Source: an optimization exercise on an open RTL-to-GDS flow (aim: small area, a short achievable clock period and few clock cycles). Production flows keep margins and buffers that such runs may drop. Function was checked by simulation only, so behaviour that the tests miss may differ from the original.

Design HW3_FPMUL_SP, start of the top module:
module HW3_FPMUL_SP(Clk, Rst, St, FPmplier, FPmcand, Done, Ovf, Unf, FPproduct);
  input Clk, Rst, St;
  input [31:0] FPmcand;
  input [31:0] FPmplier;
  output reg Done;
  output Ovf, Unf;
  output [31:0] FPproduct;
  reg busy;                 
  reg [22:0] M;             
  reg [25:1] M3;            
  reg [8:0] ES;             
  reg sgn;
  reg [24:0] P;             
  wire [23:0] mi = {1'b1, FPmcand[22:0]};
  wire [24:0] qi = {1'b1, FPmplier[22:0], 1'b0};    
  wire [25:0] m3i = {1'b0, mi, 1'b0} + {2'b00, mi};
  reg [7:0] s1, s2, s3, s4, ng;    
  wire [7:0] s1i, s2i, s3i, s4i, ngi;
  genvar g;
  generate for (g = 0; g < 8; g = g + 1) begin : enc
    wire [3:0] b = qi[3*g+3:3*g];
    wire [2:0] v = {1'b0, b[2], 1'b0} + b[1] + b[0];
    wire [2:0] a = b[3] ? 3'd4 - v : v;
    assign s1i[g] = (a == 3'd1);
    assign s2i[g] = (a == 3'd2);
    assign s3i[g] = (a == 3'd3);
    assign s4i[g] = (a == 3'd4);
    assign ngi[g] = b[3];
  end endgenerate
  always @(posedge Clk) begin
    M <= FPmcand[22:0];
    M3 <= m3i[25:1];
    s1 <= s1i; s2 <= s2i; s3 <= s3i; s4 <= s4i; ng <= ngi;
  end
  wire [25:0] m1 = {2'b01, M};
  wire [25:0] m2 = {1'b1, M, 1'b0};
  wire [25:0] m3 = {M3, M[0]};
  wire [25:0] m4 = {1'b1, M, 2'b00};
  wire [25:0] y0 = (({26{s1[0]}} & m1) | ({26{s2[0]}} & m2) | ({26{s3[0]}} & m3) | ({26{s4[0]}} & m4)) ^ {26{ng[0]}};
  ...
clock: 9.0 ns
lec_check: 0
abc_clock_period_in_ps: 3500
cap_margin: 20
core_margin: 2
core_utilization: 40
cts_buf_list: sky130_fd_sc_hd__clkbuf_4 sky130_fd_sc_hd__clkbuf_8
setup_slack_margin: 5
slew_margin: 20
run.sh (not shown) runs the stock make flow with config.mk's settings and CLKGATE_MAP_FILE= SYNTH_SCRIPT=/design/flow/synth_recipe.tcl, a recipe that flattens the netlist after the stock synthesis.
The baseline produced a clean layout.
Testbench counts at the start, summed over its fixed seeds: cycles 16,000.
Rerun with:
==> flow/flow/run.sh (new file) <==
#!/bin/bash
# The standard layout, except that the port buffers are buf_2 cells rather than the
# default pick; every input and output port still gets its own buffer.
bash standard.sh "BUFFER_PORTS_ARGS=-buffer_cell sky130_fd_sc_hd__buf_2" finish > standard.log 2>&1
==> flow/standard.sh (new file) <==
#!/bin/bash
# synth_recipe.tcl (not shown) runs the flow's synth.tcl, then flattens the netlist and writes it again
# the make line also repeats each setting of config.mk as NAME=value (left out here)
make -C /OpenROAD-flow-scripts/flow DESIGN_CONFIG=/design/flow/config.mk WORK_HOME=/design/flow/orfs CLKGATE_MAP_FILE= SYNTH_SCRIPT=/design/flow/synth_recipe.tcl "${@:-finish}"
--- a/flow/config.mk
+++ b/flow/config.mk
@@ -6,8 +6,7 @@
 export NUM_CORES = 4
 export LEC_CHECK = 0
-export ABC_CLOCK_PERIOD_IN_PS = 3500
 export CAP_MARGIN = 20
 export CORE_MARGIN = 2
-export CORE_UTILIZATION = 40
+export CORE_UTILIZATION = 60
 export CTS_BUF_LIST = sky130_fd_sc_hd__clkbuf_4 sky130_fd_sc_hd__clkbuf_8
 export SETUP_SLACK_MARGIN = 5
removed: flow/run.sh
What happened:
- setup slack degrades by 0.085 ns
- area after synthesis stays the same
- count of clock-buffer cells in the layout fell by 2
- sequential share of layout area rose by 0.70 points
- worst hold slack degrades by 0.065 ns
- final cell count fell by 7.3%
Rerun with:
==> flow/run.sh (new file) <==
#!/bin/bash
# synth_recipe.tcl (not shown) runs the flow's synth.tcl, then flattens the netlist and writes it again
# the make line also repeats each setting of config.mk as NAME=value (left out here)
make -C /OpenROAD-flow-scripts/flow DESIGN_CONFIG=/design/flow/config.mk WORK_HOME=/design/flow/orfs CLKGATE_MAP_FILE= SYNTH_SCRIPT=/design/flow/synth_recipe.tcl finish
--- a/flow/config.mk
+++ b/flow/config.mk
@@ -6,8 +6,8 @@
 export NUM_CORES = 4
 export LEC_CHECK = 0
+export ABC_CLOCK_PERIOD_IN_PS = 3500
 export CAP_MARGIN = 20
 export CORE_MARGIN = 2
-export CORE_UTILIZATION = 60
-export CTS_BUF_LIST = sky130_fd_sc_hd__clkbuf_4 sky130_fd_sc_hd__clkbuf_8
+export CORE_UTILIZATION = 40
 export SETUP_SLACK_MARGIN = 5
 export SLEW_MARGIN = 20
removed: flow/flow/run.sh
removed: flow/standard.sh
The new run finished clean.
Sequential share of layout area fell by 0.84 points.
Clock skew rose by 0.0053 ns.
Utilization fell by 20 points.
Routed wire length rose by 7.0%.
Rerun with:
==> flow/flow/run.sh (new file) <==
#!/bin/bash
# The standard layout, except that the port buffers are buf_2 cells rather than the
# default pick; every input and output port still gets its own buffer.
bash standard.sh "BUFFER_PORTS_ARGS=-buffer_cell sky130_fd_sc_hd__buf_2" finish > standard.log 2>&1
==> flow/standard.sh (new file) <==
#!/bin/bash
# synth_recipe.tcl (not shown) runs the flow's synth.tcl, then flattens the netlist and writes it again
# the make line also repeats each setting of config.mk as NAME=value (left out here)
make -C /OpenROAD-flow-scripts/flow DESIGN_CONFIG=/design/flow/config.mk WORK_HOME=/design/flow/orfs CLKGATE_MAP_FILE= SYNTH_SCRIPT=/design/flow/synth_recipe.tcl "${@:-finish}"
--- a/flow/config.mk
+++ b/flow/config.mk
@@ -6,8 +6,8 @@
 export NUM_CORES = 4
 export LEC_CHECK = 0
-export ABC_CLOCK_PERIOD_IN_PS = 3500
 export CAP_MARGIN = 20
 export CORE_MARGIN = 2
 export CORE_UTILIZATION = 40
+export CTS_BUF_LIST = sky130_fd_sc_hd__clkbuf_4 sky130_fd_sc_hd__clkbuf_8
 export SETUP_SLACK_MARGIN = 5
 export SLEW_MARGIN = 20
removed: flow/run.sh
- The changed run finished with timing, DRC and antenna clean
- cell area goes down by 4.8%
- non-clock buffer count fell by 27
- cell count decreases by 1.1%
- routed wire length is lower by 3.0%

[afterwards: timing with drivers on the ports]
No port has a modelled driver above. Below, the same layouts with a new extraction and two added sets of constraints. Step 1, drivers: a clkbuf_16 drives Clk and a buf_2 each remaining input, both assumed. Step 2 times the ports against the registers' clock, not the clock port: input delays grow and output delays shrink by t, the midpoint of the rising clock arrivals with the driver on. Three values: ideal ports, drivers, drivers and shift; two values: the first two.
| run | shift t [ns] | setup slack, ns | worst setup path at the end | slew at the worst register clock pin (ns) |
|---|---|---|---|---|
| the first run | 0.538 | 3.616 / 3.616 / 3.616 | register to register | 0.10 / 0.10 |
| the second run | 0.504 | 3.531 / 3.531 / 3.531 | register to register | 0.10 / 0.10 |
| the third run | 0.508 | 3.573 / 3.573 / 3.573 | register to register | 0.08 / 0.08 |
| the fourth run | 0.534 | 3.599 / 3.599 / 3.599 | register to register | 0.11 / 0.11 |
After both steps setup and hold are still met in every run listed.
